This design comes from an exercise in tuning for small area, a short achievable clock period and few clock cycles on the open sky130 flow, not from production work.
In this exercise RTL edits were held to simulation tests only and were not proved equivalent to the original.
No activity file was given, so power comes from the tool's default toggle rates.

== P ==
==> flow/design.v <==
module CPU(
	input clk,
	input rst,
	output reg [15 : 0]PC,
	input  [31 : 0]instr,
	output [15 : 0]mem_addr,
	output [15 : 0]mem_data,
	output write,
	input  [15 : 0]mem_rdata,
	output [255 : 0]REGS,
	output halted
);
	reg [15 : 0] R [0 : 14];
	reg ZF, SF;
	reg halt_r, stuck_r;
	reg halt_p;                 
	reg [15 : 0] ras;           
	genvar gi;
	generate
		for (gi = 0; gi < 15; gi = gi + 1) begin : g_regs
			assign REGS[gi*16 +: 16] = R[gi];
		end
	endgenerate
	assign REGS[255 : 240] = 16'd0;
	assign halted = halt_r;
	reg        e_we;        
	reg        e_wmem;      
	reg        e_wsp;       
	reg        e_store;     
	reg        e_usesum;    
	reg        e_addrb;     
	reg        e_ret;       
	reg        e_jx;        
	reg [1 : 0] e_jfun;
	reg        e_setcc, e_sub;
	reg        e_usec;      
	reg        e_fa, e_fb;  
	reg        e_wa, e_wb;  
	reg [1 : 0] e_op;       
	reg [3 : 0] e_dst;
	reg [15 : 0] e_a, e_b, e_c;
	reg        m_we, m_wmem, m_wsp, m_store, m_ret;
	reg [3 : 0] m_dst;
	reg [15 : 0] m_addr, m_data, m_res;
	reg [15 : 0] w1;            
	assign mem_addr = m_addr;
	assign mem_data = m_data;
	assign write = m_store;
	wire [15 : 0] wv = m_wmem ? mem_rdata : m_res;
	wire flush = m_ret && (mem_rdata != m_data);
	wire [15 : 0] a_op = e_fa ? m_res : e_wa ? w1 : e_a;
	wire [15 : 0] b_op = e_fb ? m_res : e_wb ? w1 : e_b;
	wire [15 : 0] x = e_usec ? e_c : (a_op ^ {16{e_sub}});
	reg [15 : 0] sum, gk, pk, pp;
	integer j, d;
	always @(*) begin
		pp = x ^ b_op;
		gk = x & b_op;
		gk[0] = gk[0] | (pp[0] & e_sub);
		pk = pp;
		for (d = 1; d < 16; d = d * 2)
			for (j = 15; j >= d; j = j - 1) begin
				gk[j] = gk[j] | (pk[j] & gk[j - d]);
				pk[j] = pk[j] & pk[j - d];
			end
		sum = pp ^ {gk[14 : 0], e_sub};
	end
	wire [15 : 0] ab_x = a_op ^ b_op;
	wire add_zero = (ab_x == {a_op[14 : 0] | b_op[14 : 0], 1'b0});
	wire eq_zero = ab_x == 16'd0;
	reg  [15 : 0] v;
	always @(*) begin
		case (e_op)
			2'd0: v = sum;
			2'd1: v = x & b_op;
			2'd2: v = x ^ b_op;
			default: v = 16'd1;
		endcase
	end
	reg v_zero;
	always @(*) begin
		case (e_op)
			2'd0: v_zero = e_sub ? eq_zero : add_zero;
			2'd1: v_zero = (a_op & b_op) == 16'd0;
			2'd2: v_zero = eq_zero;
			default: v_zero = 1'b0;
		endcase
	end
	wire mis = e_jx && !((e_jfun == 2'd1 && SF) || (e_jfun == 2'd2 && ZF) ||
	                     (e_jfun == 2'd3 && !ZF));
	wire [3 : 0] icode = instr[3 : 0];
	wire [3 : 0] ifun  = instr[7 : 4];
	wire [3 : 0] rA    = instr[11 : 8];
	wire [3 : 0] rB    = instr[15 : 12];
	wire [15 : 0] valC_r = instr[31 : 16];
	wire [15 : 0] valC_j = instr[23 : 8];
	wire i_halt  = icode == 4'd0;
	wire i_rrmov = icode == 4'd2;
	wire i_irmov = icode == 4'd3;
	wire i_rmmov = icode == 4'd4;
	wire i_mrmov = icode == 4'd5;
	wire i_opq   = icode == 4'd6;
	wire i_jxx   = icode == 4'd7;
	wire i_call  = icode == 4'd8;
	wire i_ret   = icode == 4'd9;
	wire i_push  = icode == 4'd10;
	wire i_pop   = icode == 4'd11;
	wire i_inv   = icode >= 4'd13;
	function e_hit;
		input [3 : 0] idx;
		begin
			e_hit = (e_we && !e_wmem && e_dst == idx) || (e_wsp && idx == 4'd4);
		end
	endfunction
	function m_hit;
		input [3 : 0] idx;
		begin
			m_hit = m_we && m_dst == idx && idx != 4'd4;
		end
	endfunction
	wire [15 : 0] s_eff = (m_we && m_dst == 4'd4) ? wv : m_wsp ? m_res : R[4];
	function [15 : 0] rd;
		input [3 : 0] idx;
		begin
			rd = (idx == 4'd15) ? 16'd0 : (idx == 4'd4) ? s_eff : R[idx];
		end
	endfunction
	wire [15 : 0] a_eff = rd(rA);
	wire [15 : 0] b_eff = rd(rB);
	wire use_a = i_rrmov || i_rmmov || i_opq || i_push;
	wire use_b = i_rmmov || i_mrmov || i_opq;
	wire use_s = i_push || i_pop || i_call || i_ret;
	wire e_load = e_we && e_wmem;
	wire stall = e_load && ((use_a && e_dst == rA) || (use_b && e_dst == rB) ||
	                        (use_s && e_dst == 4'd4));
	wire run = !halt_r && !halt_p && !stuck_r;
	wire go  = run && !stall && !flush && !mis;    
	wire jcond = ifun == 4'd1 || ifun == 4'd2 || ifun == 4'd3;
	wire predict = i_jxx && jcond && e_setcc;
	wire cond = (ifun == 4'd0) || predict || (ifun == 4'd1 && SF) ||
	            (ifun == 4'd2 && ZF) || (ifun == 4'd3 && !ZF);
	wire [11 : 0] inc4 = PC[15 : 4] + 12'd1;
	wire [10 : 0] inc5 = PC[15 : 5] + 11'd1;
	wire [15 : 0] p16 = {inc4, PC[3 : 0]};
	wire [15 : 0] p32 = {inc5, PC[4 : 0]};
	wire [15 : 0] p8  = PC[3] ? {inc4, 1'b0, PC[2 : 0]} : {PC[15 : 4], 1'b1, PC[2 : 0]};
	wire [15 : 0] p24 = PC[3] ? {inc5, PC[4], 1'b0, PC[2 : 0]} : {inc4, 1'b1, PC[2 : 0]};
	reg  [15 : 0] valP;
	always @(*) begin
		case (icode)
			4'd2, 4'd6, 4'd10, 4'd11: valP = p16;
			4'd3, 4'd4, 4'd5:         valP = p32;
			4'd7, 4'd8:               valP = p24;
			default:                  valP = p8;
		endcase
	end
	wire [15 : 0] pc_next = i_ret ? ras :
	                        (i_call || (i_jxx && cond)) ? valC_j : valP;
	wire f_wmem = i_mrmov || i_pop;
	wire f_we = ((i_rrmov || i_irmov || i_opq) && rB != 4'd15) ||
	            (f_wmem && rA != 4'd15) || i_push || i_call || i_ret;
	wire [3 : 0] f_dst = (i_push || i_call || i_ret) ? 4'd4 : f_wmem ? rA : rB;
	reg [1 : 0] f_op;
	always @(*) begin
		if (i_opq)
			case (ifun)
				4'd0, 4'd1: f_op = 2'd0;
				4'd2: f_op = 2'd1;
				4'd3: f_op = 2'd2;
				default: f_op = 2'd3;
			endcase
		else
			f_op = 2'd0;
	end
	wire [15 : 0] f_b = (i_rmmov || i_mrmov || i_opq) ? b_eff :
	                    use_s ? s_eff : 16'd0;
	wire [15 : 0] f_c = (i_push || i_call) ? 16'hFFF8 : (i_pop || i_ret) ? 16'h0008 :
	                    i_jxx ? valP : valC_r;
	wire [15 : 0] f_a = i_call ? p24 : i_ret ? ras : a_eff;
	wire [15 : 0] wbus = rst ? 16'd0 : wv;
	integer k;
	always @(posedge clk) begin
		for (k = 0; k < 15; k = k + 1)
			if (rst || (m_we && m_dst == k))
				R[k] <= wbus;
			else if (k == 4 && m_wsp)
				R[k] <= m_res;
	end
	always @(posedge clk) begin
		if (rst) begin
			PC <= 16'd0;
			halt_r <= 1'b0;
			halt_p <= 1'b0;
			stuck_r <= 1'b0;
			ZF <= 1'b0;
			SF <= 1'b0;
			e_we <= 1'b0;
			e_wsp <= 1'b0;
			e_store <= 1'b0;
			e_usesum <= 1'b0;
			e_addrb <= 1'b0;
			e_ret <= 1'b0;
			e_jx <= 1'b0;
			e_setcc <= 1'b0;
			m_we <= 1'b0;
			m_wsp <= 1'b0;
			m_store <= 1'b0;
			m_ret <= 1'b0;
		end else begin
			if (e_setcc && !flush) begin
				ZF <= v_zero;
				SF <= v[15];
			end
			m_we <= e_we && !flush;
			m_wsp <= e_wsp && !flush;
			m_store <= e_store && !flush;
			m_ret <= e_ret && !flush;
			if (flush)
				PC <= mem_rdata;
			else if (mis)
				PC <= e_c;
			else if (go)
				PC <= pc_next;
			if (flush) begin
				halt_p <= 1'b0;
				stuck_r <= 1'b0;
			end else begin
				if (go && i_halt) begin
					if (e_we || e_wsp || e_store)
						halt_p <= 1'b1;
					else
						halt_r <= 1'b1;
				end
				if (halt_p)
					halt_r <= 1'b1;
				if (go && i_inv)
					stuck_r <= 1'b1;
			end
			e_we <= go && f_we;
			e_wsp <= go && i_pop;
			e_store <= go && (i_rmmov || i_push || i_call);
			e_usesum <= go && (i_rmmov || i_mrmov || i_push || i_call);
			e_addrb <= go && (i_pop || i_ret);
			e_ret <= go && i_ret;
			e_jx <= go && predict;
			e_setcc <= go && i_opq;
		end
		if (i_call)
			ras <= p24;
		e_op <= f_op;
		e_sub <= i_opq && ifun == 4'd1;
		e_usec <= i_irmov || i_rmmov || i_mrmov || i_push || i_call || i_pop || i_ret;
		e_dst <= f_dst;
		e_wmem <= f_wmem;
		e_a <= f_a;
		e_fa <= use_a && e_hit(rA);
		e_fb <= ((i_rmmov || i_mrmov || i_opq) && e_hit(rB)) || (use_s && e_hit(4'd4));
		e_wa <= use_a && m_hit(rA);
		e_wb <= (i_rmmov || i_mrmov || i_opq) && m_hit(rB);
		w1 <= wv;
		e_b <= f_b;
		e_c <= f_c;
		e_jfun <= ifun[1 : 0];
		m_dst <= e_dst;
		m_wmem <= e_wmem;
		m_res <= v;
		m_data <= a_op;
		m_addr <= e_addrb ? b_op : sum;
	end
endmodule
export LEC_CHECK = 0
export CAP_MARGIN = 20
export CORE_MARGIN = 2
export CORE_UTILIZATION = 40
export PLACE_DENSITY = 0.6
export SLEW_MARGIN = 20
create_clock -name core_clock -period 10.0 [get_ports {clk}]
standard.sh (not shown) runs the stock make flow with config.mk's settings and CLKGATE_MAP_FILE= SYNTH_SCRIPT=/design/flow/synth_recipe.tcl, a recipe that flattens the netlist after the stock synthesis.
==> flow/flow/run.sh <==
#!/bin/bash
# Layout flow: the standard ORFS flow, with the port buffers made from
# the smallest buffer cell (instead of the resizer's default pick) and
# smaller clock-tree buffers. Each tool's full output goes to make.log here
# and to the ORFS logs under orfs/logs.
set -euo pipefail
bash standard.sh \
  "BUFFER_PORTS_ARGS=-buffer_cell sky130_fd_sc_hd__buf_1" \
  "CTS_BUF_LIST=sky130_fd_sc_hd__clkbuf_4 sky130_fd_sc_hd__clkbuf_8" \
  SETUP_SLACK_MARGIN=6.6 \
  finish > make.log 2>&1
P has completed all stages; timing, DRC and antenna checks passed.
Testbench counts of P, summed over its fixed seeds: cycles 159,259.
Setup changes, P to Q
-- flow/design.v --
<<< P, line 33
	reg        e_jx;        
	reg [1 : 0] e_jfun;
	reg        e_setcc, e_sub;
	reg        e_usec;      
>>> Q, line 33
	reg        e_jx;        
	reg [1 : 0] e_jfun;
	reg        e_zp, e_zpv;  
	reg        e_setcc, e_sub;
	reg        e_usec;      
<<< P, line 137
	wire go  = run && !stall && !flush && !mis;    
	wire jcond = ifun == 4'd1 || ifun == 4'd2 || ifun == 4'd3;
	wire predict = i_jxx && jcond && e_setcc;
	wire cond = (ifun == 4'd0) || predict || (ifun == 4'd1 && SF) ||
	            (ifun == 4'd2 && ZF) || (ifun == 4'd3 && !ZF);
	wire [11 : 0] inc4 = PC[15 : 4] + 12'd1;
	wire [10 : 0] inc5 = PC[15 : 5] + 11'd1;
>>> Q, line 138
	wire go  = run && !stall && !flush && !mis;    
	wire jcond = ifun == 4'd1 || ifun == 4'd2 || ifun == 4'd3;
	wire zknown = e_zpv && (ifun == 4'd2 || ifun == 4'd3);
	wire predict = i_jxx && jcond && e_setcc && !zknown;
	wire zf_l = e_setcc ? e_zp : ZF;
	wire cond = (ifun == 4'd0) || predict || (ifun == 4'd1 && SF) ||
	            (ifun == 4'd2 && zf_l) || (ifun == 4'd3 && !zf_l);
	wire [15 : 0] fab_x = a_eff ^ b_eff;
	reg f_zp;
	always @(*) begin
		case (ifun)
			4'd0: f_zp = fab_x == {a_eff[14 : 0] | b_eff[14 : 0], 1'b0};
			4'd1, 4'd3: f_zp = fab_x == 16'd0;
			4'd2: f_zp = (a_eff & b_eff) == 16'd0;
			default: f_zp = 1'b0;
		endcase
	end
	wire [11 : 0] inc4 = PC[15 : 4] + 12'd1;
	wire [10 : 0] inc5 = PC[15 : 5] + 11'd1;
<<< P, line 262
		e_c <= f_c;
		e_jfun <= ifun[1 : 0];
		m_dst <= e_dst;
		m_wmem <= e_wmem;
>>> Q, line 275
		e_c <= f_c;
		e_jfun <= ifun[1 : 0];
		e_zp <= f_zp;
		e_zpv <= !(e_hit(rA) || m_hit(rA) || e_hit(rB) || m_hit(rB));
		m_dst <= e_dst;
		m_wmem <= e_wmem;
[summary]
In the flow results for P and Q, the overall power consumption is larger on Q.
Compared with P, in Q remaining max-slew budget at the tightest pin went up, combinational power rose about 33%, proportion of cell area occupied by registers now sits lower, clock buffer instance count of the final layout saw a decrease.
[Q] number of fill cells rose about 5% relative to P
Q vs P: number of cells after detailed placement up by a little under 10%
Testbench counts of Q, summed over its fixed seeds: cycles 154,530.

static timing again, ports no longer ideal:
In the flow no input, the clock included, has a driving cell. The finished layouts below were timed again as built, in two steps. Step 1: set_driving_cell puts a clkbuf_16 on clk and a buf_2 on each other input, an assumption about the parent block. Step 2 adds t to the input delays and takes it off the output delays; t is the mean of the earliest and latest rising clock arrival at the registers after step 1. Input paths then give back, and output paths get back, about the clock's delay inside the block. Three values: ideal, step 1, step 2; two values: the first two.
run	shift t [ns]	slack for setup (ns)	clock arrival spread, ns
P	0.718	6.474 / 6.474 / 5.794	0.053 / 0.053
Q	0.736	5.655 / 5.659 / 4.923	0.044 / 0.044
After both steps every run listed still meets setup and hold. For Q, which loses most, drivers alone change the setup slack by +0.004 ns; drivers and shift together by -0.732 ns.
